This is an optimization exercise on Yosys and OpenROAD, whose aim is small area, a short achievable clock period and few clock cycles, not a production implementation.
Where RTL was checked, it was by simulation tests only, not by an equivalence proof against the original.
For run 1, only the layout was checked, not whether the RTL still works.
No activity file was given, so power comes from the tool's default toggle rates.

**flow/config.mk**
```make
export PLATFORM = sky130hd
export DESIGN_NAME = CHIP
export DESIGN_NICKNAME = CHIP
export VERILOG_FILES = /design/flow/design.v
export SDC_FILE = /design/flow/constraint.sdc
export NUM_CORES = 8
export LEC_CHECK = 0
export ABC_CLOCK_PERIOD_IN_PS = 4000
export CAP_MARGIN = 20
export CORE_MARGIN = 2
export CORE_UTILIZATION = 40
export SETUP_SLACK_MARGIN = 4.5
export SLEW_MARGIN = 20
```
**flow/design.v**
```verilog
module CHIP (
    clk, rst_n,
    mem_read_D, mem_write_D, mem_addr_D, mem_wdata_D, mem_rdata_D, mem_ready_D,
    mem_read_I, mem_write_I, mem_addr_I, mem_wdata_I, mem_rdata_I, mem_ready_I,
    DCACHE_addr, DCACHE_wdata, DCACHE_wen
);
    input          clk, rst_n;
    output         mem_read_D;
    output         mem_write_D;
    output [31:4]  mem_addr_D;
    output [127:0] mem_wdata_D;
    input  [127:0] mem_rdata_D;
    input          mem_ready_D;
    output         mem_read_I;
    output         mem_write_I;
    output [31:4]  mem_addr_I;
    output [127:0] mem_wdata_I;
    input  [127:0] mem_rdata_I;
    input          mem_ready_I;
    output [29:0]  DCACHE_addr;
    output [31:0]  DCACHE_wdata;
    output         DCACHE_wen;
    localparam IIB = 2;               
    localparam IW  = 2;               
    localparam IS  = 1 << IIB;
    localparam ITW = 28 - IIB;
    localparam DIB = 1;               
    localparam DW  = 2;               
    localparam DS  = 1 << DIB;
    localparam DTW = 28 - DIB;
    localparam DVB = (DW == 2) ? DIB + 1 : DIB;
    localparam MS_IDLE = 2'd0, MS_REQ = 2'd1, MS_WAIT = 2'd2;
    reg  [29:0] pc;                  
    reg         d_v;                 
    reg  [31:0] d_ir;
    reg  [29:0] d_pc1;               
    reg         e_v;                 
    reg  [15:0] e_im;                
    reg         e_yr, e_ui, e_sub, e_slt, e_shf, e_sra, e_srl, e_lgc, e_lnk, e_bne;
    reg  [1:0]  e_lop;
    reg         e_fw;                
    reg         e_sam, e_saw, e_sbm, e_sbw;    
    reg  [29:0] e_pc1;               
    reg  [29:0] e_alt;               
    reg         e_pt;                
    reg  [31:0] e_a, e_b;
    reg  [4:0]  e_rd;
    reg         e_we, e_ld, e_st, e_br, e_jr;
    reg  [31:0] m_res;               
    reg  [31:0] m_sd;
    reg  [4:0]  m_rd;
    reg         m_we, m_ld, m_st, m_fw;
    reg  [31:0] w_val;               
    reg  [4:0]  w_rd;
    reg         w_we;
    reg  [31:0] rf [1:31];
    wire freeze;                     
    reg  [127:0]   ic_data  [0:IW*IS-1];
    reg  [ITW-1:0] ic_tag   [0:IW*IS-1];
    reg            ic_valid [0:IW*IS-1];
    reg  [IS-1:0]  ic_lru;           
    reg  [1:0]  is_st;
    reg         i_req;
    reg  [27:0] i_addr;
    wire [27:0]    f_line = pc[29:2];
    wire [IIB-1:0] f_idx  = f_line[IIB-1:0];
    wire [ITW-1:0] f_tag  = f_line[27:IIB];
    wire f_h0 = ic_valid[f_idx] & (ic_tag[f_idx] == f_tag);
    wire f_h1;
    wire [127:0] f_l0 = ic_data[f_idx];
    wire [127:0] f_l1;
    generate if (IW == 2) begin : g_iw2
        assign f_h1 = ic_valid[IS + f_idx] & (ic_tag[IS + f_idx] == f_tag);
        assign f_l1 = ic_data[IS + f_idx];
    end else begin : g_iw1
        assign f_h1 = 1'b0;
        assign f_l1 = 128'd0;
    end endgenerate
    wire f_hit = f_h0 | f_h1;
    wire [127:0] f_lsel = f_h1 ? f_l1 : f_l0;
    wire f_byp = (is_st == MS_WAIT) & mem_ready_I & (i_addr == f_line);
    wire [127:0] f_lw = f_hit ? f_lsel : mem_rdata_I;
    reg  [31:0] f_ir;
    always @(*) begin
        case (pc[1:0])
            2'd0: f_ir = f_lw[31:0];
            2'd1: f_ir = f_lw[63:32];
            2'd2: f_ir = f_lw[95:64];
            default: f_ir = f_lw[127:96];
        endcase
    end
    wire f_ok = f_hit | f_byp;
    wire [29:0] f_pc1 = pc + 30'd1;
    wire [27:0]    n_line = f_line + 28'd1;
    wire [IIB-1:0] n_idx  = n_line[IIB-1:0];
    wire [ITW-1:0] n_tag  = n_line[27:IIB];
    wire n_h0 = ic_valid[n_idx] & (ic_tag[n_idx] == n_tag);
    wire n_h1;
    generate if (IW == 2) begin : g_nw2
        assign n_h1 = ic_valid[IS + n_idx] & (ic_tag[IS + n_idx] == n_tag);
    end else begin : g_nw1
        assign n_h1 = 1'b0;
    end endgenerate
    wire n_hit = n_h0 | n_h1;
    wire [5:0] d_op = d_ir[31:26];
    wire [5:0] d_fn = d_ir[5:0];
    wire [4:0] d_rs = d_ir[25:21];
    wire [4:0] d_rt = d_ir[20:16];
    wire [4:0] d_rdf = d_ir[15:11];
    wire d_rtype = (d_op == 6'b000000);
    wire d_jr    = d_rtype & (d_fn[5:1] == 5'b00100);          
    wire d_jalr  = d_rtype & (d_fn == 6'b001001);
    wire d_j     = (d_op == 6'b000010);
    wire d_jal   = (d_op == 6'b000011);
    wire d_br    = (d_op[5:1] == 5'b00010);                   
    wire d_lw    = (d_op == 6'b100011);
    wire d_sw    = (d_op == 6'b101011);
    wire d_imm   = (d_op[5:3] == 3'b001);                     
    wire d_rtalu = d_rtype & ~d_jr;
    wire d_use_rs = ~(d_j | d_jal) & ~(d_rtype & (d_fn[5:2] == 4'b0000));   
    wire d_use_rt = d_rtype | d_br | d_sw;
    wire [4:0] d_rd  = d_jal ? 5'd31 : (d_rtype ? d_rdf : d_rt);
    wire       d_we  = (d_rtalu | d_jalr | d_jal | d_imm | d_lw) & (d_rd != 5'd0);
    wire [29:0] d_btgt = d_pc1 + {{14{d_ir[15]}}, d_ir[15:0]};
    wire [29:0] d_jtgt = {d_pc1[29:26], d_ir[25:0]};
    wire        d_bpt  = d_br & d_ir[15];                      
    wire [31:0] d_rsv = (d_rs == 5'd0) ? 32'd0 : ((w_we & (w_rd == d_rs)) ? w_val : rf[d_rs]);
    wire [31:0] d_rtv = (d_rt == 5'd0) ? 32'd0 : ((w_we & (w_rd == d_rt)) ? w_val : rf[d_rt]);
    wire [2:0] d_code = d_rtype ? d_fn[2:0] : (d_op[5] ? 3'b000 : d_op[2:0]);
    wire d_sub = (d_code == 3'b010);                           
    wire d_slt = d_sub & (~d_rtype | d_fn[3]);
    wire d_shf = d_rtype & ~d_fn[5];
    wire d_haz = d_v & e_ld & ((d_use_rs & (e_rd == d_rs)) | (d_use_rt & (e_rd == d_rt)));
    wire [31:0] e_fa = e_sam ? m_res : (e_saw ? w_val : e_a);
    wire [31:0] e_fb = e_sbm ? m_res : (e_sbw ? w_val : e_b);
    wire [31:0] e_imm = {{16{~e_ui & e_im[15]}}, e_im};
    wire [31:0] e_y   = e_yr ? e_fb : e_imm;
    wire [31:0] e_sum = e_fa + (e_sub ? ~e_y : e_y) + {31'd0, e_sub};
    wire e_lt = (e_fa[31] ^ e_y[31]) ? e_fa[31] : e_sum[31];
    wire [4:0] e_sh = e_im[10:6];
    wire [31:0] e_shr = $signed({e_sra & e_fb[31], e_fb}) >>> e_sh;
    wire [31:0] e_shl = e_fb << e_sh;
    reg  [31:0] e_log;
    always @(*) begin
        case (e_lop)
            2'd0: e_log = e_fa & e_y;
            2'd1: e_log = e_fa | e_y;
            2'd2: e_log = e_fa ^ e_y;
            default: e_log = ~(e_fa | e_y);
        endcase
    end
    wire [31:0] e_res = e_lnk ? {e_pc1, 2'b00} :
                        e_shf ? (e_srl ? e_shr : e_shl) :
                        e_slt ? {31'd0, e_lt} :
                        e_lgc ? e_log : e_sum;
    wire e_eq  = (e_fa == e_fb);
    wire e_tk  = e_bne ? ~e_eq : e_eq;
    wire e_mis = e_v & e_br & (e_tk != e_pt);
    wire e_red = e_mis | (e_v & e_jr);
    wire [29:0] e_tgt = e_jr ? e_fa[31:2] : e_alt;
    reg  [127:0]   dc_data  [0:DW*DS-1];
    reg  [DTW-1:0] dc_tag   [0:DW*DS-1];
    reg            dc_valid [0:DW*DS-1];
    reg            dc_dirty [0:DW*DS-1];
    reg  [DS-1:0]  dc_lru;
    localparam D_IDLE = 3'd0, D_RREQ = 3'd1, D_RWAIT = 3'd2, D_WB1 = 3'd3, D_WB2 = 3'd4, D_WWAIT = 3'd5;
    reg  [2:0]     ds_st;
    reg            dm_rd, dm_wr;
    reg  [27:0]    dm_addr;
    reg  [DVB-1:0] d_vi;             
    reg            d_wb;             
    reg  [27:0]    d_wba;            
    reg            d_wsel;           
    reg            d_st;             
    reg  [1:0]     ps_wo;            
    reg  [31:0]    ps_d;             
    wire [27:0]    m_line = m_res[31:4];
    wire [DIB-1:0] m_idx  = m_line[DIB-1:0];
    wire [DTW-1:0] m_tag  = m_line[27:DIB];
    wire [1:0]     m_wo   = m_res[3:2];
    wire m_h0 = dc_valid[m_idx] & (dc_tag[m_idx] == m_tag);
    wire m_h1;
    wire [127:0] m_l1;
    generate if (DW == 2) begin : g_dw2
        assign m_h1 = dc_valid[DS + m_idx] & (dc_tag[DS + m_idx] == m_tag);
        assign m_l1 = dc_data[DS + m_idx];
    end else begin : g_dw1
        assign m_h1 = 1'b0;
        assign m_l1 = 128'd0;
    end endgenerate
    wire m_hit = m_h0 | m_h1;
    wire m_acc = m_ld | m_st;
    wire d_idle = (ds_st == D_IDLE);
    wire d_busy = (ds_st == D_RREQ) | (ds_st == D_RWAIT) | (ds_st == D_WB1) | (ds_st == D_WB2);
    wire d_rdy  = (ds_st == D_RWAIT) & mem_ready_D;
    wire d_go   = d_rdy & ~d_st;                           
    assign freeze = m_acc & ((m_st & d_busy) | (~m_hit & ~(m_st & d_idle) & ~d_go));
    wire [127:0] m_lsel = d_go ? mem_rdata_D : (m_h1 ? m_l1 : dc_data[m_idx]);
    reg  [31:0] m_ldv;
    always @(*) begin
        case (m_wo)
            2'd0: m_ldv = m_lsel[31:0];
            2'd1: m_ldv = m_lsel[63:32];
            2'd2: m_ldv = m_lsel[95:64];
            default: m_ldv = m_lsel[127:96];
        endcase
    end
    wire m_vw = (DW == 2) ? (~dc_valid[m_idx] ? 1'b0 : ~dc_valid[DS + m_idx] ? 1'b1 : dc_lru[m_idx]) : 1'b0;
    wire [DVB-1:0] m_vi = (DW == 2) ? {m_vw, m_idx} : m_idx;
    wire [127:0] d_new;
    genvar gw;
    generate for (gw = 0; gw < 4; gw = gw + 1) begin : g_merge
        assign d_new[32*gw +: 32] = (d_st & (ps_wo == gw)) ? ps_d : mem_rdata_D[32*gw +: 32];
    end endgenerate
    assign mem_read_D  = dm_rd;
    assign mem_write_D = dm_wr;
    assign mem_addr_D  = d_wsel ? d_wba : dm_addr;
    assign mem_wdata_D = dc_data[d_vi];
    assign DCACHE_wen   = m_st;
    assign DCACHE_addr  = m_res[31:2];
    assign DCACHE_wdata = m_sd;
    assign mem_read_I  = i_req;
    assign mem_write_I = 1'b0;
    assign mem_addr_I  = i_addr;
    assign mem_wdata_I = 128'd0;
    wire d_red  = d_v & ~d_haz & (d_j | d_jal | d_bpt);
    wire [29:0] d_tgt = d_br ? d_btgt : d_jtgt;
    integer k;
    always @(posedge clk) begin
        if (!rst_n) begin
            pc   <= 30'd0;
            d_v  <= 1'b0;
            e_v  <= 1'b0;
            e_we <= 1'b0; e_ld <= 1'b0; e_st <= 1'b0; e_br <= 1'b0; e_jr <= 1'b0; e_fw <= 1'b0;
            m_we <= 1'b0; m_ld <= 1'b0; m_st <= 1'b0; m_fw <= 1'b0;
            w_we <= 1'b0;
        end else if (!freeze) begin
            w_we  <= m_we;
            w_rd  <= m_rd;
            w_val <= m_ld ? m_ldv : m_res;
            m_we  <= e_v & e_we;
            m_fw  <= e_v & e_fw;
            m_ld  <= e_v & e_ld;
            m_st  <= e_v & e_st;
            m_rd  <= e_rd;
            m_res <= e_res;
            m_sd  <= e_fb;
            if (e_red | d_haz | ~d_v) begin
                e_v <= 1'b0;
                e_we <= 1'b0; e_ld <= 1'b0; e_st <= 1'b0; e_br <= 1'b0; e_jr <= 1'b0; e_fw <= 1'b0;
            end else begin
                e_v  <= 1'b1;
                e_we <= d_we;
                e_ld <= d_lw;
                e_st <= d_sw;
                e_br <= d_br;
                e_jr <= d_jr;
                e_fw <= d_we & ~d_lw;
            end
            e_im  <= d_ir[15:0];
            e_yr  <= d_rtype;
            e_ui  <= (d_op[5:2] == 4'b0011);
            e_sub <= d_sub;
            e_slt <= d_slt;
            e_shf <= d_shf;
            e_sra <= d_fn[0];
            e_srl <= d_fn[1];
            e_lgc <= d_code[2];
            e_lop <= d_code[1:0];
            e_lnk <= d_jal | d_jalr;
            e_bne <= d_op[0];
            e_sam <= e_v & e_fw & (e_rd == d_rs);
            e_saw <= m_we & (m_rd == d_rs);
            e_sbm <= e_v & e_fw & (e_rd == d_rt);
            e_sbw <= m_we & (m_rd == d_rt);
            e_pc1 <= d_pc1;
            e_alt <= d_bpt ? d_pc1 : d_btgt;
            e_pt  <= d_bpt;
            e_a   <= d_rsv;
            e_b   <= d_rtv;
            e_rd  <= d_rd;
            if (e_red) begin
                pc  <= e_tgt;
                d_v <= 1'b0;
            end else if (d_haz) begin
            end else if (d_red) begin
                pc  <= d_tgt;
                d_v <= 1'b0;
            end else begin
                d_v <= f_ok;
                if (f_ok) begin
                    pc    <= f_pc1;
                    d_ir  <= f_ir;
                    d_pc1 <= f_pc1;
                end
            end
        end
    end
    always @(posedge clk) begin
        if (!rst_n) begin
            for (k = 1; k < 32; k = k + 1) rf[k] <= 32'd0;
        end else if (w_we) begin
            rf[w_rd] <= w_val;
        end
    end
    wire i_redirect = ~freeze & d_red;
    wire i_dem  = ~f_hit & ~i_redirect;
    wire i_pref = f_hit & ~n_hit & ~i_redirect;
    wire i_ivw  = (IW == 2) ? (~ic_valid[i_addr[IIB-1:0]] ? 1'b0 : ~ic_valid[IS + i_addr[IIB-1:0]] ? 1'b1 : ic_lru[i_addr[IIB-1:0]]) : 1'b0;
    always @(posedge clk) begin
        if (!rst_n) begin
            is_st <= MS_IDLE;
            i_req <= 1'b0;
            for (k = 0; k < IW*IS; k = k + 1) ic_valid[k] <= 1'b0;
            ic_lru <= {IS{1'b0}};
        end else begin
            if (IW == 2 && f_hit) ic_lru[f_idx] <= ~f_h1;
            case (is_st)
                MS_IDLE: begin
                    if (i_dem | i_pref) begin
                        i_req  <= 1'b1;
                        i_addr <= i_dem ? f_line : n_line;
                        is_st  <= MS_REQ;
                    end
                end
                MS_REQ: begin
                    i_req <= 1'b0;
                    is_st <= MS_WAIT;
                end
                default: begin
                    if (mem_ready_I) begin
                        is_st <= MS_IDLE;
                        if (IW == 2) begin
                            ic_data [{i_ivw, i_addr[IIB-1:0]}] <= mem_rdata_I;
                            ic_tag  [{i_ivw, i_addr[IIB-1:0]}] <= i_addr[27:IIB];
                            ic_valid[{i_ivw, i_addr[IIB-1:0]}] <= 1'b1;
                            ic_lru[i_addr[IIB-1:0]] <= ~i_ivw;
                        end else begin
                            ic_data [i_addr[IIB-1:0]] <= mem_rdata_I;
                            ic_tag  [i_addr[IIB-1:0]] <= i_addr[27:IIB];
                            ic_valid[i_addr[IIB-1:0]] <= 1'b1;
                        end
                    end
                end
            endcase
        end
    end
    always @(posedge clk) begin
        if (!rst_n) begin
            ds_st <= D_IDLE;
            dm_rd <= 1'b0;
            dm_wr <= 1'b0;
            d_wsel <= 1'b0;
            for (k = 0; k < DW*DS; k = k + 1) dc_valid[k] <= 1'b0;
            dc_lru <= {DS{1'b0}};
        end else begin
            if (m_acc && m_hit && !(m_st && d_busy)) begin
                if (DW == 2) dc_lru[m_idx] <= ~m_h1;
                if (m_st) begin
                    dc_dirty[m_h1 ? DS + m_idx : m_idx] <= 1'b1;
                    case (m_wo)
                        2'd0: dc_data[m_h1 ? DS + m_idx : m_idx][31:0]   <= m_sd;
                        2'd1: dc_data[m_h1 ? DS + m_idx : m_idx][63:32]  <= m_sd;
                        2'd2: dc_data[m_h1 ? DS + m_idx : m_idx][95:64]  <= m_sd;
                        default: dc_data[m_h1 ? DS + m_idx : m_idx][127:96] <= m_sd;
                    endcase
                end
            end
            case (ds_st)
                D_IDLE: begin
                    if (m_acc && !m_hit) begin
                        dm_rd   <= 1'b1;
                        dm_addr <= m_line;
                        d_vi    <= m_vi;
                        d_wb    <= dc_valid[m_vi] & dc_dirty[m_vi];
                        d_wba   <= {dc_tag[m_vi], m_idx};
                        d_st    <= m_st;
                        ps_wo   <= m_wo;
                        ps_d    <= m_sd;
                        ds_st   <= D_RREQ;
                    end
                end
                D_RREQ: begin
                    dm_rd <= 1'b0;
                    ds_st <= D_RWAIT;
                end
                D_RWAIT: begin
                    if (mem_ready_D) begin
                        if (d_wb) begin
                            ds_st <= D_WB1;
                        end else begin
                            ds_st <= D_IDLE;
                            dc_data [d_vi] <= d_new;
                            dc_tag  [d_vi] <= dm_addr[27:DIB];
                            dc_valid[d_vi] <= 1'b1;
                            dc_dirty[d_vi] <= d_st;
                            if (DW == 2) dc_lru[dm_addr[DIB-1:0]] <= ~d_vi[DVB-1];
                        end
                    end
                end
                D_WB1: begin
                    dm_wr   <= 1'b1;
                    d_wsel  <= 1'b1;
                    ds_st   <= D_WB2;
                end
                D_WB2: begin
                    dm_wr  <= 1'b0;
                    d_wsel <= 1'b0;
                    dc_data [d_vi] <= d_new;
                    dc_tag  [d_vi] <= dm_addr[27:DIB];
                    dc_valid[d_vi] <= 1'b1;
                    dc_dirty[d_vi] <= d_st;
                    if (DW == 2) dc_lru[d_vi[DIB-1:0]] <= ~d_vi[DVB-1];
                    ds_st <= D_WWAIT;
                end
                default: begin
                    if (mem_ready_D) ds_st <= D_IDLE;
                end
            endcase
        end
    end
endmodule
```
**flow/constraint.sdc**
```tcl
create_clock -name core_clock -period 9.0 [get_ports {clk}]
set_input_delay 1.8000 -clock core_clock [delete_from_list [all_inputs] [get_ports {clk}]]
set_output_delay 1.8000 -clock core_clock [all_outputs]
set_load 0.01 [all_outputs]
```
**flow/run.sh**
```bash
#!/bin/bash
# synth_recipe.tcl (not shown) runs the flow's synth.tcl, then flattens the netlist and writes it again
# the make line also repeats each setting of config.mk as NAME=value (left out here)
make -C /OpenROAD-flow-scripts/flow DESIGN_CONFIG=/design/flow/config.mk WORK_HOME=/design/flow/orfs CLKGATE_MAP_FILE= SYNTH_SCRIPT=/design/flow/synth_recipe.tcl finish
```
==> run_results.csv, run 1 <==
group,metric,value,unit
run_status,status,"no timing/DRC/antenna violations",
die,design.core.area,426400,µm²
synth,synthTopCellsByArea,"edfxtp_1, mux4_2, and2_1, mux2i_1, mux2_2",
synth,ys_ff_latch,3403,
route,routed_via_density,6.238,
synth,netlist.area_leader.share,0.5846,
setup_path,path_cells,"buf_6 -> buf_12 -> mux2_2 -> mux2i_1 -> buf_4 -> nor2_1 -> a21oi_2 -> xnor2_1 -> ha_1 -> a211o_1 -> o221ai_2 -> o2bb2ai_2 -> a31oi_4 -> and3_1 -> or2_2 -> a41o_1 -> xor2_1 -> a2111oi_2 -> a21oi_1",
clock_tree,clockBufferDepth,4,
synth,synth_common_cells,"edfxtp_1, mux4_2, and2_1, nand2_1, clkbuf_1",
route,drtPass1Iterations,6,
route,drcViolationCount,0,
clock_tree,cts_buffers,372,
power_and_ir_drop,switching_share,0.2379,
route,wl,628.3,mm
synth,netlist_instances,11620,
power_and_ir_drop,power_frac_clock,0.421,
grt,antenna_found_initial,124,
timing,fin_skew,0.05804,ns
route,initialDrtViolationCount,16240,
power_and_ir_drop,p_int,0.02707,W
timing,setup_tns,0,ns
timing,setup_violations,0,
clock_tree,clock_latency,0.99,ns
power_and_ir_drop,p_leak,68.01,nW
finish,drive_gt1_frac,0.2320,
route,ant_nets,0,
timing,drv_slew,0,
placement,place_congestion,0.9574,
clock_tree,clk_pin_slew_worst_paths,0.06,ns
worst_hold_path,hold_class,"flop to flop",
timing,maxSlewHeadroom,0.1396,
clock_tree,cts_tree,"built",
setup_path,path_class,"flop to flop",
synth,yosysTopAreaCell,"edfxtp_1",
grt,grt_pass1_wl,867.7,mm
grt,grt_overflow,0,
die,num_io_pins,639,
finish,area.sequential,101500,µm²
die,start_util,0.4010,
timing,max_freq,0.2167,GHz
setup_path,start_kind,"flop",
finish,multi_input_area,66240,µm²
clock_tree,cts_hold_buf,0,
synth,netlist_area,171000,µm²
grt,grt_pass1_vias,110800,
die,die_h,657.8,µm
setup_path,cpPeakStageDelay,0.41,ns
timing,final_hold_viol_count,0,
setup_path,end_kind,"flop",
setup_path,crit_family,"compound AO/OA/AOI/OAI gates",
placement,io_buffer_count,509,
timing,hold_slack,0.4651,ns
finish,syn2layout_area_growth,16.35,%
timing,tightestPinTransition,1.291,ns
synth,yosysMostFrequentCell,"edfxtp_1",
synth,ys_types,84,
clock_tree,htreeDepth,5,
synth,yosys_warnings,1,
timing,fin_crit,4.615,ns
timing,grt_setup_unrepaired,"yes",
die,num_rows,240,
setup_path,crit_slowest_cell,"edfxtp_1",
grt,grtUsageTotal,0.2816,
finish,nets,12550,
power_and_ir_drop,p_comb_frac,0.075,
placement,dp_hpwl,388.3,mm
setup_path,path_max_fanout,10,
clock_tree,cts_sinks,3403,
setup_path,critical_path_buf_inv_count,3,
route,vias,113400,
run,maxCapViolCount,0,
clock_tree,cts_root_buffer,"clkbuf_16",
die,die_x,657.8,µm
power_and_ir_drop,ir_drop,0.1776,mV
power_and_ir_drop,powerDensity,178.5,nW/µm²
synth,synthArstFlopShare,0,
grt,grt_max_degree,146,
synth,yosysSeqAreaShare,0.5933,
timing,fin_crit_sh,0.5128,
setup_path,crit_required,9.68,ns
power_and_ir_drop,p_switching,0.008449,W
route,wire_per_inst,34.57,µm
die,die-area,432700,µm²
synth,synth_edf_count,3329,
finish,fillCellCount,36850,
setup_path,cp.arrival,5.30,ns
synth,avgSynthCellArea,14.71,µm²
synth,synthFlopType,"edfxtp_1",
power_and_ir_drop,power_frac_seq,0.504,
-- worst min-delay path: stages, from the launching register on --
cell,delay [ns]
dfxtp_1,0.31
nand2_1,0.05
a21oi_1,0.05
-- layout make-up --
type / count / area share
sequential: 3403 / 0.5101
multi-input combinational: 7044 / 0.3329
timing repair buffer: 1135 / 0.05805
clock buffer: 463 / 0.04913
tap: 5687 / 0.03576
clock inverter: 210 / 0.009685
inverter: 192 / 0.003811
antenna: 41 / 0.0005157
-- what timing repair did --
| action | CTS | global route |
|---|---|---|
| endpoints found under the setup margin | 1191 | 1000 |
| gates resized for setup | 555 | 209 |
| endpoints found under the hold margin | 0 | 0 |
| cloned | 32 | 2 |
| pin swaps | 27 | 20 |
| setup buffers | 174 | 67 |
-- path summary, 6_finish.rpt --
kind          from        end  slack (ns)  depth (start not counted)
min           e_we       e_we        0.47                          2
max reg2reg  e_sbw  m_res[25]        4.38                         19
min reg2reg   e_we       e_we        0.47                          2
max          e_sbw  m_res[25]        4.38                         19
-- logic make-up after synthesis --
family | Yosys count | synth area share
AO/OA/AOI/OAI | 1657 | 0.06378
XOR/XNOR | 399 | 0.02044
adder cells (fa/ha/maj) | 138 | 0.01019
buffers and inverters | 1311 | 0.03274
flip-flops | 3403 | 0.5933
multiplexers | 1950 | 0.1961
other | 1 | 0.00002193
AND/OR/NAND/NOR | 2765 | 0.08348
-- layer usage --
metal	track usage	wire length, µm
met2	0.4363	284700
met4	0.1446	38240
met5	0.002216	897
met3	0.06912	67210
met1	0.3686	237300
-- sequential cells by signal, summed over array words and instances, names as in the netlist, 8 cells and up, named ones only --
signal and cells:
ic_data 1024, rf 1024, dc_data 512, ic_tag 208, dc_tag 108, d_ir 32, e_a 32, e_b 32
m_res 32, m_sd 32, ps_d 32, w_val 32, d_pc1 30, e_alt 30, e_pc1 30, pc 30
dm_addr 28, i_addr 28, d_wba 27, e_im 16, ic_valid 8
-- power groups by stage --
| stage | logic (W) | clock network (W) | registers [W] |
|---|---|---|---|
| final | 0.00267 | 0.0150 | 0.0179 |
| after global routing | 0.00277 | 0.0157 | 0.0179 |
| after floorplan | 0.00134 | 0 | 0.0181 |
| after CTS | 0.00254 | 0.0151 | 0.0179 |
| after detailed placement | 0.00238 | 0 | 0.0182 |
| after global placement | 0.00236 | 0 | 0.0182 |
-- cells in the final DEF, fill, tap and decap left out, types with 35 or more instances in the layout --
master,n
clkbuf_16,377
buf_6,81
clkinv_1,95
clkinv_2,65
nand2_1,772
clkbuf_1,83
xor2_1,118
mux2_2,274
nand2b_1,54
nand4_1,53
clkdlybuf4s50_1,380
edfxtp_1,3329
nor2b_1,156
a211oi_1,219
mux4_2,1092
nor3_1,43
o21ai_0,261
a221oi_1,52
a31oi_1,180
a21oi_1,342
dfxtp_1,57
ha_1,124
o221ai_1,35
o211ai_1,102
o22ai_1,70
nor2_1,331
nand3_1,110
buf_4,455
inv_1,174
buf_12,61
mux2i_1,573
and2_1,1008
xnor2_1,274
conb_1,129
diode_2,41
a222oi_1,65
clkbuf_2,35
-- per-stage QoR --
step | instance area (µm²) | std cells | power, W | setup WS, ns | util
6_report | 199000 | 18180 | 0.03552 | 4.385 | 0.4666
5_1_grt | 198900 | 18140 | 0.03636 | 4.287 | 0.4664
4_1_cts | 197800 | 18060 | 0.03554 | 4.240 | 0.4640
3_5_place_dp | 182800 | 17180 | 0.02063 | 2.528 | 0.4287
3_3_place_gp | 182700 | 17180 | 0.02058 | 2.758 | 0.4285
2_1_floorplan | 171600 | 11750 | 0.01948 | 0.5011 | -
==> run 2: changes to the inputs <==
--- a/flow/design.v
+++ b/flow/design.v
@@ -66,37 +66,40 @@
     wire [IIB-1:0] f_idx  = f_line[IIB-1:0];
     wire [ITW-1:0] f_tag  = f_line[27:IIB];
+    function [31:0] word_of;
+        input [127:0] l;
+        input [1:0]   w;
+        begin
+            case (w)
+                2'd0: word_of = l[31:0];
+                2'd1: word_of = l[63:32];
+                2'd2: word_of = l[95:64];
+                default: word_of = l[127:96];
+            endcase
+        end
+    endfunction
     wire f_h0 = ic_valid[f_idx] & (ic_tag[f_idx] == f_tag);
     wire f_h1;
-    wire [127:0] f_l0 = ic_data[f_idx];
-    wire [127:0] f_l1;
+    wire [31:0] f_w0 = word_of(ic_data[f_idx], pc[1:0]);
+    wire [31:0] f_w1;
     generate if (IW == 2) begin : g_iw2
         assign f_h1 = ic_valid[IS + f_idx] & (ic_tag[IS + f_idx] == f_tag);
-        assign f_l1 = ic_data[IS + f_idx];
+        assign f_w1 = word_of(ic_data[IS + f_idx], pc[1:0]);
     end else begin : g_iw1
         assign f_h1 = 1'b0;
-        assign f_l1 = 128'd0;
+        assign f_w1 = 32'd0;
     end endgenerate
     wire f_hit = f_h0 | f_h1;
-    wire [127:0] f_lsel = f_h1 ? f_l1 : f_l0;
     wire f_byp = (is_st == MS_WAIT) & mem_ready_I & (i_addr == f_line);
-    wire [127:0] f_lw = f_hit ? f_lsel : mem_rdata_I;
-    reg  [31:0] f_ir;
-    always @(*) begin
-        case (pc[1:0])
-            2'd0: f_ir = f_lw[31:0];
-            2'd1: f_ir = f_lw[63:32];
-            2'd2: f_ir = f_lw[95:64];
-            default: f_ir = f_lw[127:96];
-        endcase
-    end
+    wire [31:0] f_ir = f_h1 ? f_w1 : (f_h0 ? f_w0 : word_of(mem_rdata_I, pc[1:0]));
     wire f_ok = f_hit | f_byp;
     wire [29:0] f_pc1 = pc + 30'd1;
-    wire [27:0]    n_line = f_line + 28'd1;
-    wire [IIB-1:0] n_idx  = n_line[IIB-1:0];
-    wire [ITW-1:0] n_tag  = n_line[27:IIB];
-    wire n_h0 = ic_valid[n_idx] & (ic_tag[n_idx] == n_tag);
+    wire [IIB-1:0] n_idx  = f_idx + 1'b1;
+    wire           n_cy   = &f_idx;
+    wire [ITW-1:0] f_tag1 = f_tag + 1'b1;
+    wire [27:0]    n_line = {n_cy ? f_tag1 : f_tag, n_idx};
+    wire n_h0 = ic_valid[n_idx] & (n_cy ? (ic_tag[n_idx] == f_tag1) : (ic_tag[n_idx] == f_tag));
     wire n_h1;
     generate if (IW == 2) begin : g_nw2
-        assign n_h1 = ic_valid[IS + n_idx] & (ic_tag[IS + n_idx] == n_tag);
+        assign n_h1 = ic_valid[IS + n_idx] & (n_cy ? (ic_tag[IS + n_idx] == f_tag1) : (ic_tag[IS + n_idx] == f_tag));
     end else begin : g_nw1
         assign n_h1 = 1'b0;
@@ -181,11 +184,12 @@
     wire m_h0 = dc_valid[m_idx] & (dc_tag[m_idx] == m_tag);
     wire m_h1;
-    wire [127:0] m_l1;
+    wire [31:0] m_w0 = word_of(dc_data[m_idx], m_wo);
+    wire [31:0] m_w1;
     generate if (DW == 2) begin : g_dw2
         assign m_h1 = dc_valid[DS + m_idx] & (dc_tag[DS + m_idx] == m_tag);
-        assign m_l1 = dc_data[DS + m_idx];
+        assign m_w1 = word_of(dc_data[DS + m_idx], m_wo);
     end else begin : g_dw1
         assign m_h1 = 1'b0;
-        assign m_l1 = 128'd0;
+        assign m_w1 = 32'd0;
     end endgenerate
     wire m_hit = m_h0 | m_h1;
@@ -196,14 +200,5 @@
     wire d_go   = d_rdy & ~d_st;                           
     assign freeze = m_acc & ((m_st & d_busy) | (~m_hit & ~(m_st & d_idle) & ~d_go));
-    wire [127:0] m_lsel = d_go ? mem_rdata_D : (m_h1 ? m_l1 : dc_data[m_idx]);
-    reg  [31:0] m_ldv;
-    always @(*) begin
-        case (m_wo)
-            2'd0: m_ldv = m_lsel[31:0];
-            2'd1: m_ldv = m_lsel[63:32];
-            2'd2: m_ldv = m_lsel[95:64];
-            default: m_ldv = m_lsel[127:96];
-        endcase
-    end
+    wire [31:0] m_ldv = d_go ? word_of(mem_rdata_D, m_wo) : (m_h1 ? m_w1 : m_w0);
     wire m_vw = (DW == 2) ? (~dc_valid[m_idx] ? 1'b0 : ~dc_valid[DS + m_idx] ? 1'b1 : dc_lru[m_idx]) : 1'b0;
     wire [DVB-1:0] m_vi = (DW == 2) ? {m_vw, m_idx} : m_idx;
@@ -288,10 +283,8 @@
                 d_v <= 1'b0;
             end else begin
-                d_v <= f_ok;
-                if (f_ok) begin
-                    pc    <= f_pc1;
-                    d_ir  <= f_ir;
-                    d_pc1 <= f_pc1;
-                end
+                d_v   <= f_ok;
+                d_ir  <= f_ir;
+                d_pc1 <= f_pc1;
+                if (f_ok) pc <= f_pc1;
             end
         end
@@ -318,7 +311,7 @@
             case (is_st)
                 MS_IDLE: begin
+                    i_addr <= f_hit ? n_line : f_line;
                     if (i_dem | i_pref) begin
                         i_req  <= 1'b1;
-                        i_addr <= i_dem ? f_line : n_line;
                         is_st  <= MS_REQ;
                     end
--- a/flow/config.mk
+++ b/flow/config.mk
@@ -6,8 +6,8 @@
 export NUM_CORES = 8
 export LEC_CHECK = 0
-export ABC_CLOCK_PERIOD_IN_PS = 4000
+export ABC_CLOCK_PERIOD_IN_PS = 3500
 export CAP_MARGIN = 20
 export CORE_MARGIN = 2
 export CORE_UTILIZATION = 40
-export SETUP_SLACK_MARGIN = 4.5
+export SETUP_SLACK_MARGIN = 5
 export SLEW_MARGIN = 20
==> run 2 against run 1 <==
Compared with the run above: still clean; routed wire length decreased by 0.45%; first-iteration DRC count increased by 0.90%; utilization increased by 1.0 points; critical endpoint is now m_res[0]; largest power group unchanged; highest routed layer unchanged.
==> run_results.csv, run 2 <==
group,metric,value,unit
run_status,status,"no timing/DRC/antenna violations",
setup_path,path_max_fanout,6,
route,wire_per_inst,34.98,µm
timing,fin_crit,4.600,ns
clock_tree,cts_sinks,3403,
power_and_ir_drop,switching_share,0.2547,
timing,final_hold_viol_count,0,
placement,dp_hpwl,380.6,mm
timing,grt_setup_unrepaired,"yes",
die,die_x,656.1,µm
synth,yosysTopAreaCell,"edfxtp_1",
route,ant_nets,0,
finish,fillCellCount,35980,
clock_tree,htreeDepth,5,
route,routed_via_density,6.278,
grt,grt_overflow,0,
timing,fin_skew,0.07124,ns
grt,grt_max_degree,130,
timing,fin_crit_sh,0.5111,
synth,synth_simple_gate_area_frac,0.07775,
synth,netlist.area_leader.share,0.5877,
power_and_ir_drop,ir_drop,0.1661,mV
clock_tree,clockBufferDepth,4,
run,maxCapViolCount,0,
die,start_util,0.4017,
worst_hold_path,hold_class,"flop to flop",
die,num_rows,239,
grt,grt_pass1_vias,110400,
timing,maxSlewHeadroom,0.1004,
clock_tree,cts_tree,"built",
synth,synthFlopType,"edfxtp_1",
synth,yosys_warnings,1,
die,design.core.area,423400,µm²
grt,antenna_found_initial,93,
setup_path,end_kind,"flop",
route,initialDrtViolationCount,16390,
power_and_ir_drop,p_leak,68.12,nW
timing,setup_violations,0,
timing,setup_tns,0,ns
timing,drv_slew,0,
synth,synth_common_cells,"edfxtp_1, mux4_2, and2_1, nand2_1, clkbuf_1",
finish,final_common_cell,"edfxtp_1",
die,die-area,430500,µm²
power_and_ir_drop,p_comb_frac,0.125,
synth,synth_top_family_by_area,"multiplexers",
timing,tightestPinTransition,1.335,ns
synth,synth_compound_area_frac,0.05746,
synth,yosysSeqAreaShare,0.5964,
finish,syn2layout_area_growth,18.72,%
setup_path,crit_required,9.71,ns
route,vias,112300,
synth,netlist_area,170100,µm²
synth,ys_types,95,
die,num_io_pins,639,
synth,yosysMostFrequentCell,"edfxtp_1",
clock_tree,cts_root_buffer,"clkbuf_16",
grt,grt_pass1_wl,864.3,mm
clock_tree,cts_buffers,369,
synth,ys_ff_latch,3403,
power_and_ir_drop,power_frac_clock,0.398,
die,die_h,656.1,µm
synth,synthArstFlopShare,0,
power_and_ir_drop,total_power,0.03788,W
placement,place_congestion,0.9669,
finish,mostFrequentLayoutCells,"edfxtp_1, mux4_2, and2_1",
synth,synth_edf_count,3329,
power_and_ir_drop,p_int,0.02823,W
setup_path,cp.arrival,5.31,ns
power_and_ir_drop,p_switching,0.009649,W
synth,netlist_instances,11170,
timing,max_freq,0.2174,GHz
route,drcViolationCount,0,
placement,io_buffer_count,509,
synth,synth-xor-area-share,0.02142,
synth,synthTopCellsByArea,"edfxtp_1, mux4_2, and2_1, mux2i_1, nand2_1",
setup_path,path_class,"flop to flop",
route,drtPass1Iterations,7,
finish,nets,12300,
clock_tree,clk_pin_slew_worst_paths,0.07,ns
clock_tree,cts_hold_buf,0,
synth,yosys.area_share.adder,0.01061,
synth,avgSynthCellArea,15.22,µm²
synth,synthMuxAreaShare,0.2022,
timing,hold_slack,0.4813,ns
finish,drive_gt1_frac,0.2632,
power_and_ir_drop,powerDensity,187.6,nW/µm²
clock_tree,clock_latency,1.00,ns
setup_path,start_kind,"flop",
grt,grtUsageTotal,0.2815,
route,wl,625.5,mm
power_and_ir_drop,power_frac_seq,0.478,
run 2: logic make-up after synthesis:
kind of cell / Yosys count
other: 1
adder cells (fa/ha/maj): 143
flip-flops: 3403
multiplexers: 1884
AO/OA/AOI/OAI: 1445
AND/OR/NAND/NOR: 2557
buffers and inverters: 1335
XOR/XNOR: 405
run 2: area by class of cell:
class	instances	area (µm²)	area share
clock inverters	214	2106	0.01043
well taps	5663	7086	0.03509
repair buffers	1298	14620	0.07237
flip-flops and latches	3403	101500	0.5026
multi-input cells	6567	65880	0.3262
repair inverters	1	8.758	0.00004337
inverters	260	1036	0.005130
clock buffers	451	9658	0.04783
diodes	26	65.06	0.0003222
run 2: through the flow:
| step | setup slack, ns | util | cell area, µm² | cells |
|---|---|---|---|---|
| floorplan | 0.1580 | - | 170700 | 11300 |
| global placement | 2.903 | 0.4292 | 181700 | 16730 |
| detailed placement | 2.754 | 0.4293 | 181800 | 16740 |
| CTS | 4.449 | 0.4721 | 199900 | 17750 |
| global route | 4.268 | 0.4768 | 201900 | 17860 |
| finish | 4.400 | 0.4769 | 201900 | 17880 |
run 2: critical path: stages, from the launching register on:
cell,delay [ns]
edfxtp_1,0.38
buf_6,0.14
mux2_2,0.38
mux2i_4,0.21
inv_1,0.11
a21oi_2,0.22
xnor2_1,0.13
ha_1,0.36
nand2_2,0.08
or4_4,0.54
o21a_1,0.19
a221o_1,0.36
a41o_1,0.32
o31ai_4,0.25
o41ai_2,0.11
xnor2_1,0.15
a311oi_1,0.32
nor3_1,0.07
run 2: path summary, 6_finish.rpt:
path,endpoint,cells after the start,from,slack [ns]
max reg2reg,m_res[0],17,e_sbw,4.40
min,e_st,2,e_st,0.48
min reg2reg,e_st,2,e_st,0.48
max,m_res[0],17,e_sbw,4.40
run 2: timing repair:
item,CTS,global route
gates resized for setup,1213,260
gates cloned,49,13
endpoints found under the setup margin,2269,881
pin swaps,76,73
setup buffers,299,91
run 2: layer usage:
layer / share of wire / vias up / GRT usage / routed length, µm
met5: 0.0011 / - / 0 / 678
met3: 0.12 / 1565 / 0.07575 / 74210
met4: 0.060 / 94 / 0.1402 / 37610
met1: 0.37 / 58050 / 0.3711 / 233400
met2: 0.45 / 7471 / 0.4307 / 279600
li1: - / 45100 / - / -
run 2: power by group through the flow:
stage | Sequential (W) | Combinational, W | Clock (W)
global placement | 0.0185 | 0.00389 | 0
finish | 0.0181 | 0.00472 | 0.0151
floorplan | 0.0184 | 0.00236 | 0
global route | 0.0181 | 0.00487 | 0.0158
CTS | 0.0181 | 0.00449 | 0.0152
detailed placement | 0.0186 | 0.00393 | 0
Testbench counts of run 2, summed over its fixed seeds: cycles 21,746.
==> run 3: changes to the inputs <==
--- a/flow/config.mk
+++ b/flow/config.mk
@@ -6,8 +6,8 @@
 export NUM_CORES = 8
 export LEC_CHECK = 0
-export ABC_CLOCK_PERIOD_IN_PS = 3500
+export ABC_CLOCK_PERIOD_IN_PS = 4000
 export CAP_MARGIN = 20
 export CORE_MARGIN = 2
 export CORE_UTILIZATION = 40
-export SETUP_SLACK_MARGIN = 5
+export SETUP_SLACK_MARGIN = 4.5
 export SLEW_MARGIN = 20
==> run 3 against run 2 <==
Compared with the run above: clock power barely moved; via count fell by 1.6%; count of clock-buffer cells in the layout did not move; flip-flop and latch count did not move; area after synthesis did not move; die area did not move; design area fell by 2.5%; non-clock buffer count fell by 264; first-iteration DRC count fell by 4.4%; worst setup slack got worse by 0.037 ns; critical path type unchanged.
==> run_results.csv, run 3 <==
group,metric,value,unit
grt,grt_pass1_wl,843.0,mm
synth,netlist.area_leader.share,0.5877,
timing,maxSlewHeadroom,0.09355,
die,num_rows,239,
route,drtPass1Iterations,8,
die,die-area,430500,µm²
finish,nets,12040,
setup_path,crit_required,9.71,ns
placement,dp_hpwl,380.6,mm
route,wire_per_inst,34.39,µm
finish,layout.cells.non_filler,17620,
route,wl,606.0,mm
timing,grt_setup_unrepaired,"yes",
synth,avgSynthCellArea,15.22,µm²
die,die_h,656.1,µm
setup_path,start_kind,"flop",
setup_path,r2r_setup_slack,4.36,ns
worst_hold_path,worst_hold_startpoint,"e_st",
timing,setup_violations,0,
route,ant_nets,0,
timing,tightestPinTransition,1.360,ns
clock_tree,cts_buffers,369,
power_and_ir_drop,p_switching,0.009514,W
power_and_ir_drop,p_leak,65.72,nW
synth,synth_common_cells,"edfxtp_1, mux4_2, and2_1, nand2_1, clkbuf_1",
route,vias,110500,
synth,ys_ff_latch,3403,
synth,synth_edf_count,3329,
placement,io_buffer_count,509,
route,drcViolationCount,0,
timing,final_hold_viol_count,0,
worst_hold_path,hold_path_end,"e_st",
run,maxCapViolCount,0,
route,initialDrtViolationCount,15660,
synth,netlist_instances,11170,
run_status,status,"no timing/DRC/antenna violations",
power_and_ir_drop,p_comb_frac,0.114,
worst_hold_path,hold_class,"flop to flop",
power_and_ir_drop,powerDensity,190.6,nW/µm²
power_and_ir_drop,ir_drop,0.1652,mV
clock_tree,htreeDepth,5,
worst_hold_path,worstHoldPathCells,2,
timing,setup_tns,0,ns
finish,final_common_cell,"edfxtp_1",
synth,yosysMostFrequentCell,"edfxtp_1",
synth,yosys_warnings,1,
power_and_ir_drop,power_frac_seq,0.485,
placement,place_congestion,0.9669,
die,start_util,0.4017,
synth,ys_types,95,
power_and_ir_drop,switching_share,0.2534,
die,die_x,656.1,µm
synth,synthTopCellsByArea,"edfxtp_1, mux4_2, and2_1, mux2i_1, nand2_1",
setup_path,cp.arrival,5.35,ns
timing,fin_crit,4.637,ns
synth,synthArstFlopShare,0,
route,routed_via_density,6.269,
clock_tree,clk_pin_slew_worst_paths,0.07,ns
synth,synthFlopType,"edfxtp_1",
setup_path,reg2reg_depth,18,
finish,finalCoreUtilization,0.4651,
clock_tree,cts_tree,"built",
timing,drv_slew,0,
synth,yosysSeqAreaShare,0.5964,
finish,syn2layout_area_growth,15.79,%
synth,yosysTopAreaCell,"edfxtp_1",
clock_tree,cts_root_buffer,"clkbuf_16",
setup_path,reg2reg_from,"e_sbw",
power_and_ir_drop,p_int,0.02803,W
grt,grt_pass1_vias,108400,
setup_path,end_kind,"flop",
clock_tree,clock_latency,0.99,ns
grt,antenna_found_initial,90,
timing,fin_skew,0.07120,ns
timing,max_freq,0.2157,GHz
grt,grt_max_degree,130,
setup_path,path_class,"flop to flop",
clock_tree,cts_hold_buf,0,
setup_path,path_max_fanout,5,
die,num_io_pins,639,
power_and_ir_drop,power_frac_clock,0.401,
die,design.core.area,423400,µm²
clock_tree,cts_sinks,3403,
grt,grtUsageTotal,0.2733,
setup_path,reg2reg_to,"m_res[0]",
placement,dpl.cell_count,16740,
finish,mostFrequentLayoutCells,"edfxtp_1, mux4_2, and2_1",
timing,fin_crit_sh,0.5152,
finish,drive_gt1_frac,0.2286,
synth,netlist_area,170100,µm²
clock_tree,clockBufferDepth,4,
grt,grt_overflow,0,
run 3: repair_timing:
| item | 4_1_cts | 5_1_grt |
|---|---|---|
| gates cloned | 16 | 4 |
| resized for setup | 400 | 215 |
| pin swaps | 31 | 26 |
| setup buffers | 105 | 59 |
| setup endpoints to repair | 1235 | 1079 |
run 3: area by class of cell:
cell class                 count  area, µm²
fill                       36440     226500
sequential                  3403     101500
multi-input combinational   6564      65080
timing repair buffer        1034      10440
clock buffer                 451       9658
tap                         5663       7086
clock inverter               214       2106
inverter                     260       1017
antenna                       32      80.08
timing repair inverter         1      8.758
run 3: critical path: stages, from the launching register on:
cell and delay [ns]:
edfxtp_1 0.42, buf_6 0.17, clkbuf_16 0.15, mux2_4 0.33
mux2i_4 0.22, inv_2 0.09, a21oi_4 0.16, xnor2_1 0.09
ha_1 0.33, nand2_1 0.11, or4_4 0.56, o21a_1 0.19
a221o_1 0.36, a41o_1 0.28, o31ai_4 0.26, o41ai_2 0.11
xnor2_1 0.16, a311oi_1 0.31, nor3_1 0.07
run 3: how the worst max path moves through the flow:
stage / depth (start not counted) / to / slack [ns] / startpoint
after floorplan: 14 / d_ir[0] / 0.16 / m_res[4]
final: 18 / m_res[0] / 4.36 / e_sbw
after global routing: 18 / m_res[0] / 4.24 / e_sbw
after CTS: 6 / mem_wdata_D[65] / 4.23 / flop
after detailed placement: 11 / dc_data[1][37] / 2.75 / mem_ready_D
after global placement: 11 / dc_data[1][37] / 2.90 / mem_ready_D
run 3: power groups by stage:
stage	combinational (W)	clock, W	sequential [W]
after global routing	0.00445	0.0158	0.0182
after detailed placement	0.00393	0	0.0186
final	0.00429	0.0151	0.0182
after floorplan	0.00236	0	0.0184
after global placement	0.00389	0	0.0185
after CTS	0.00411	0.0152	0.0182
run 3: layer usage:
metal | share of wire | vias to the layer above | global-route usage
li1 | - | 44530 | -
met1 | 0.38 | 57340 | 0.3658
met2 | 0.45 | 7093 | 0.4195
met3 | 0.11 | 1421 | 0.07001
met4 | 0.054 | 92 | 0.1249
met5 | 0.0010 | - | 0
run 3: through the flow:
stage               total power [W]  hold slack (ns)  setup WS, ns  instance area [µm²]
floorplan                   0.02073           0.4244        0.1580               170700
global placement            0.02241           0.4463         2.903               181700
detailed placement          0.02248           0.4574         2.754               181800
CTS                         0.03751           0.4893         4.231               195800
global route                0.03848           0.5061         4.243               196900
finish                      0.03754           0.4820         4.363               197000
run 3: logic make-up (layout without fill, tap and decap cells):
family          after synthesis  in the layout  share of synthesized area
other cells                   1            161                 0.00002205
flops                      3403           3403                     0.5964
simple gates               2557           2557                    0.07775
mux                        1884           1884                     0.2022
compound gates             1445           1446                    0.05746
fa+ha+maj                   143            143                    0.01061
xor+xnor                    405            405                    0.02142
buf+inv                    1335           1960                    0.03417

==> re-timing with driven ports <==
In the flow no input, the clock included, has a driving cell. The finished layouts below were timed again as built, in two steps. Step 1, drivers: a clkbuf_16 drives clk and a buf_2 each remaining input, both assumed. Step 2 also shifts input and output timing later by t, the mid clock arrival at the registers, as if the neighbouring blocks saw the same clock. a / b / c = ideal ports / drivers / drivers and shift; a / b = the first two.
run | t (ns) | slack for setup (ns) | pins driven straight from the clock port
run 1 | 1.073 | 4.385 / 4.301 / 3.545 | 1
run 2 | 1.073 | 4.400 / 4.353 / 3.988 | 1
run 3 | 1.069 | 4.363 / 4.273 / 3.532 | 1
After both steps setup and hold are still met in every run listed. For run 1, which loses most, drivers alone change the setup slack by -0.084 ns; drivers and shift together by -0.840 ns.
